This design comes from an exercise in tuning for small area and a short achievable clock period on the open sky130 flow, not from production work.
The RTL was checked by simulation tests, not by an equivalence proof against the original design.

$ cat design/flow/config.mk
export PLATFORM = sky130hd
export DESIGN_NAME = mult_unsigned
export DESIGN_NICKNAME = mult_unsigned
export VERILOG_FILES = /design/flow/design.v
export SDC_FILE = /design/flow/constraint.sdc
export NUM_CORES = 4
export LEC_CHECK = 0
export CAP_MARGIN = 20
export CORE_MARGIN = 2
export CORE_UTILIZATION = 40
export SLEW_MARGIN = 20
$ cat design/flow/constraint.sdc
create_clock -name core_clock -period 8.0 [get_ports {clk}]
set_input_delay 1.6000 -clock core_clock [delete_from_list [all_inputs] [get_ports {clk}]]
set_output_delay 1.6000 -clock core_clock [all_outputs]
set_load 0.01 [all_outputs]
$ cat design/flow/design.v
module mult_unsigned #(
		parameter WIDTHA = 16,
		parameter WIDTHB = 24,
		parameter PIPELINE_DEPTH = 4
)
(
	input clk,rst,
	input [WIDTHA -1 :0] A,
	input [WIDTHB -1 :0] B,
	output [WIDTHA + WIDTHB - 1:0] result
);
reg [WIDTHA -1 :0] rA;
reg [WIDTHB -1 :0] rB;
reg [WIDTHA + WIDTHB - 1:0] M [PIPELINE_DEPTH-1:0];
integer i;
always @(posedge clk or posedge rst)
begin
	if (rst) begin
		rA <= 0;
		rB <= 0;
		for (i=0; i<PIPELINE_DEPTH; i=i+1)
		  M[i] <=0;
		end
	else
	begin
		rA <= A;
		rB <= B;
		M[0] <= rA * rB;
		for (i=0; i<PIPELINE_DEPTH-1; i=i+1)
			M[i+1] <= M[i];
	end
end
assign result = M[PIPELINE_DEPTH-1];
endmodule
$ cat design/flow/run.sh
#!/bin/bash
# synth_recipe.tcl (not shown) runs the flow's synth.tcl, then flattens the netlist and writes it again
# the make line also repeats each setting of config.mk as NAME=value (left out here)
make -C /OpenROAD-flow-scripts/flow DESIGN_CONFIG=/design/flow/config.mk WORK_HOME=/design/flow/orfs CLKGATE_MAP_FILE= SYNTH_SCRIPT=/design/flow/synth_recipe.tcl finish
==> results.txt <==
[cell families after synthesis]
kind of cell | Yosys count | share of synthesized area [%]
XOR/XNOR | 36 | 1.797
AO/OA/AOI/OAI | 113 | 4.435
buffers and inverters | 419 | 9.097
flip-flops | 200 | 28.52
adder cells (fa/ha/maj) | 418 | 42.89
AND/OR/NAND/NOR | 469 | 13.26
[per-layer routing]
layer  routed length [µm]  vias to the layer above
met5                    0                        -
met4                 1013                        0
met3                 1470                       59
met2                19970                      244
met1                14590                     5825
li1                     -                     4957
[synthesized netlist by cell type, types with 4 or more instances]
cell type,number
nor2_1,20
nand3_1,10
dfrtp_1,200
nor2b_1,5
buf_2,4
nand4_1,5
inv_1,353
xor2_1,12
clkbuf_1,59
a21o_1,22
a31oi_1,4
a21oi_1,39
nand2_1,232
o21ai_0,12
ha_1,112
and2_1,176
xnor2_1,24
o21bai_1,4
fa_1,306
[final cells by class]
type / instances / area, µm²
timing repair buffer: 84 / 833.3
clock inverter: 12 / 180.2
inverter: 353 / 1333
sequential: 200 / 5005
fill: 4107 / 23690
multi-input combinational: 1036 / 10950
clock buffer: 19 / 452.9
tap: 585 / 732.0
[sequential cells by signal (all words and copies together) (netlist names)]
signal,count
rB,24
rA,16
M,160
[path summary, 6_finish.rpt]
check | from | end | slack [ns] | depth (start not counted)
setup / recovery | rA[1] | M[0][39] | 1.48 | 18
hold / removal | M[2][24] | M[3][24] | 0.34 | 0
setup reg to reg | rA[1] | M[0][39] | 1.48 | 18
hold reg to reg | M[2][24] | M[3][24] | 0.34 | 0
max in group asynchronous | rst | rA[11] | 4.86 | 3
min in group asynchronous | rst | M[3][19] | 1.73 | 2
[stage by stage]
stage          utilization, %  instance area, µm²  hold slack, ns
2_1_floorplan               -               17550          0.3312
3_3_place_gp            43.66               18850          0.3321
3_5_place_dp            43.66               18850          0.3347
4_1_cts                 45.13               19480          0.3440
5_1_grt                 45.13               19480          0.3495
6_report                45.13               19480          0.3427
==> results.txt <==
M2 GR Usage=32.25%; initial core utilization=40.65%; EDFF count, synth=0; worst-margin pin slew=0.9144 ns; Worst EP required=8.34 ns; fin crit share=81.46%; fin. max-slew vios=0; Resized cells post-CTS=0; DP HPWL=29.22 mm; Crit path max-delay family=adder cells; drt total wl=37.04 mm; WL per Instance=16.18 µm; gr usage total=17.77%; Final WS setup=1.483 ns; DR vias=11,085; slowest CP cell=dfrtp_1; first-pass GRT wire length=62.18 mm; crit path DAT=6.86 ns; fraction of registers with async set/reset=100.0%; CP max FO=24; syn_area_per_cell=10.60 µm²; sequential area share after synthesis=28.52%; vias per std cell=4.843; met1 usage=21.48%; CTS tree=done; area leader, netlist=fa_1; TritonRoute pass-1 iters=4; setup TNS=0 ns; DRC=0; Hold Buf Count CTS=0; M3 GR Usage=2.607%; largest cells by area after synthesis=fa_1, dfrtp_1, ha_1; Synth cell types=55; Nets=2,152; CTS max path bufs=2; number of I/O pins=82; Die H=213.5 µm; count of final setup violators=0; Hold Violations, Final=0; Clock Sinks=200; overall die width=213.5 µm; core area=0.04317 mm²; RSZ-0062 raised after global routing=no; Post-Synthesis Net Count=2,115; Final Skew=0.01540 ns; antenna viol nets, final=0; n_diodes=0; Worst-Skew Late Latency=0.46 ns; Worst Path Buf+Inv=3; Most used DFF post-synth=dfrtp_1; post-CTS setup buffers=0; minimum clock period=6.517 ns; Layout area overhead=11.02%; CTS root buffer=clkbuf_16; DRT iter0 DRCs=601; #FFs+latches synth=200; routability cong.=0.8615; busiest grt layer=met2; most frequent cells in the layout=inv_1, fa_1, nand2_1; initial antenna violation count=0; die area=0.04557 mm²; DP Cell Count=2,258; Tightest Hold Check Type=flop to flop; fin cells=2,289; largest net degree at the start of global routing=137; Worst-path clk slew=0.07 ns; total CTS buffers=17; CP max stage delay=0.93 ns; pre-CTS setup slack=1.478 ns; CP endpoint kind=flop; ratio of cells with drive above 1 in the final layout=2.993%; GRT Residual Overflow=0; post-synth top area share=34.91%; Syn Inst Count=1,655; most common library cell in the layout ignoring fill and taps=inv_1; Ys Warns=2; WS Path Type=flop to flop; Max-Cap Viols=0; Synth Cell Area=0.01755 mm²; Buffers on Ports=81; Max Fclk=153.5 MHz; most used cell along the critical path=fa_1; Worst setup SP type=flop; status=no timing/DRC/antenna violations; cells along the critical path=nand2_1 > fa_1 > fa_1 > fa_1 > inv_1 > fa_1 > fa_1 > inv_1 > fa_1 > inv_1 > ha_1 > a21oi_2 > nor2b_1 > or4_4 > o21ai_2 > o211ai_4 > o21a_1 > o211a_1; Worst slew margin=39.04%; H-tree lvl count=4; # rows=76; number of global-route vias before repair=12,225

-- port drivers added, routing unchanged --
The flow's constraints put no driver on any port. The routed layout listed below was extracted and timed again, unchanged, in two steps.
Step 1, drivers: a clkbuf_16 drives clk and a buf_2 each remaining input, both assumed.
Step 2 moves the port delays by t, midway between the first and last clock arrival at a register: inputs arrive t later, outputs are due t later. That takes back most of the time a late clock gives input paths.
a / b / c = ideal / step 1 / step 2; a / b = the first two.
shift t [ns]: 0.504
slack for setup (ns): 1.483 / 1.483 / 1.483
hold WS [ns]: 0.343 / 0.343 / 0.343
latest minus earliest clock arrival (ns): 0.016 / 0.015
worst slew at a driven data input, ns: 0.04
After both steps setup and hold are still met in this run. The setup slack of this run moves by 0.000 ns with the drivers and by 0.000 ns with both steps.
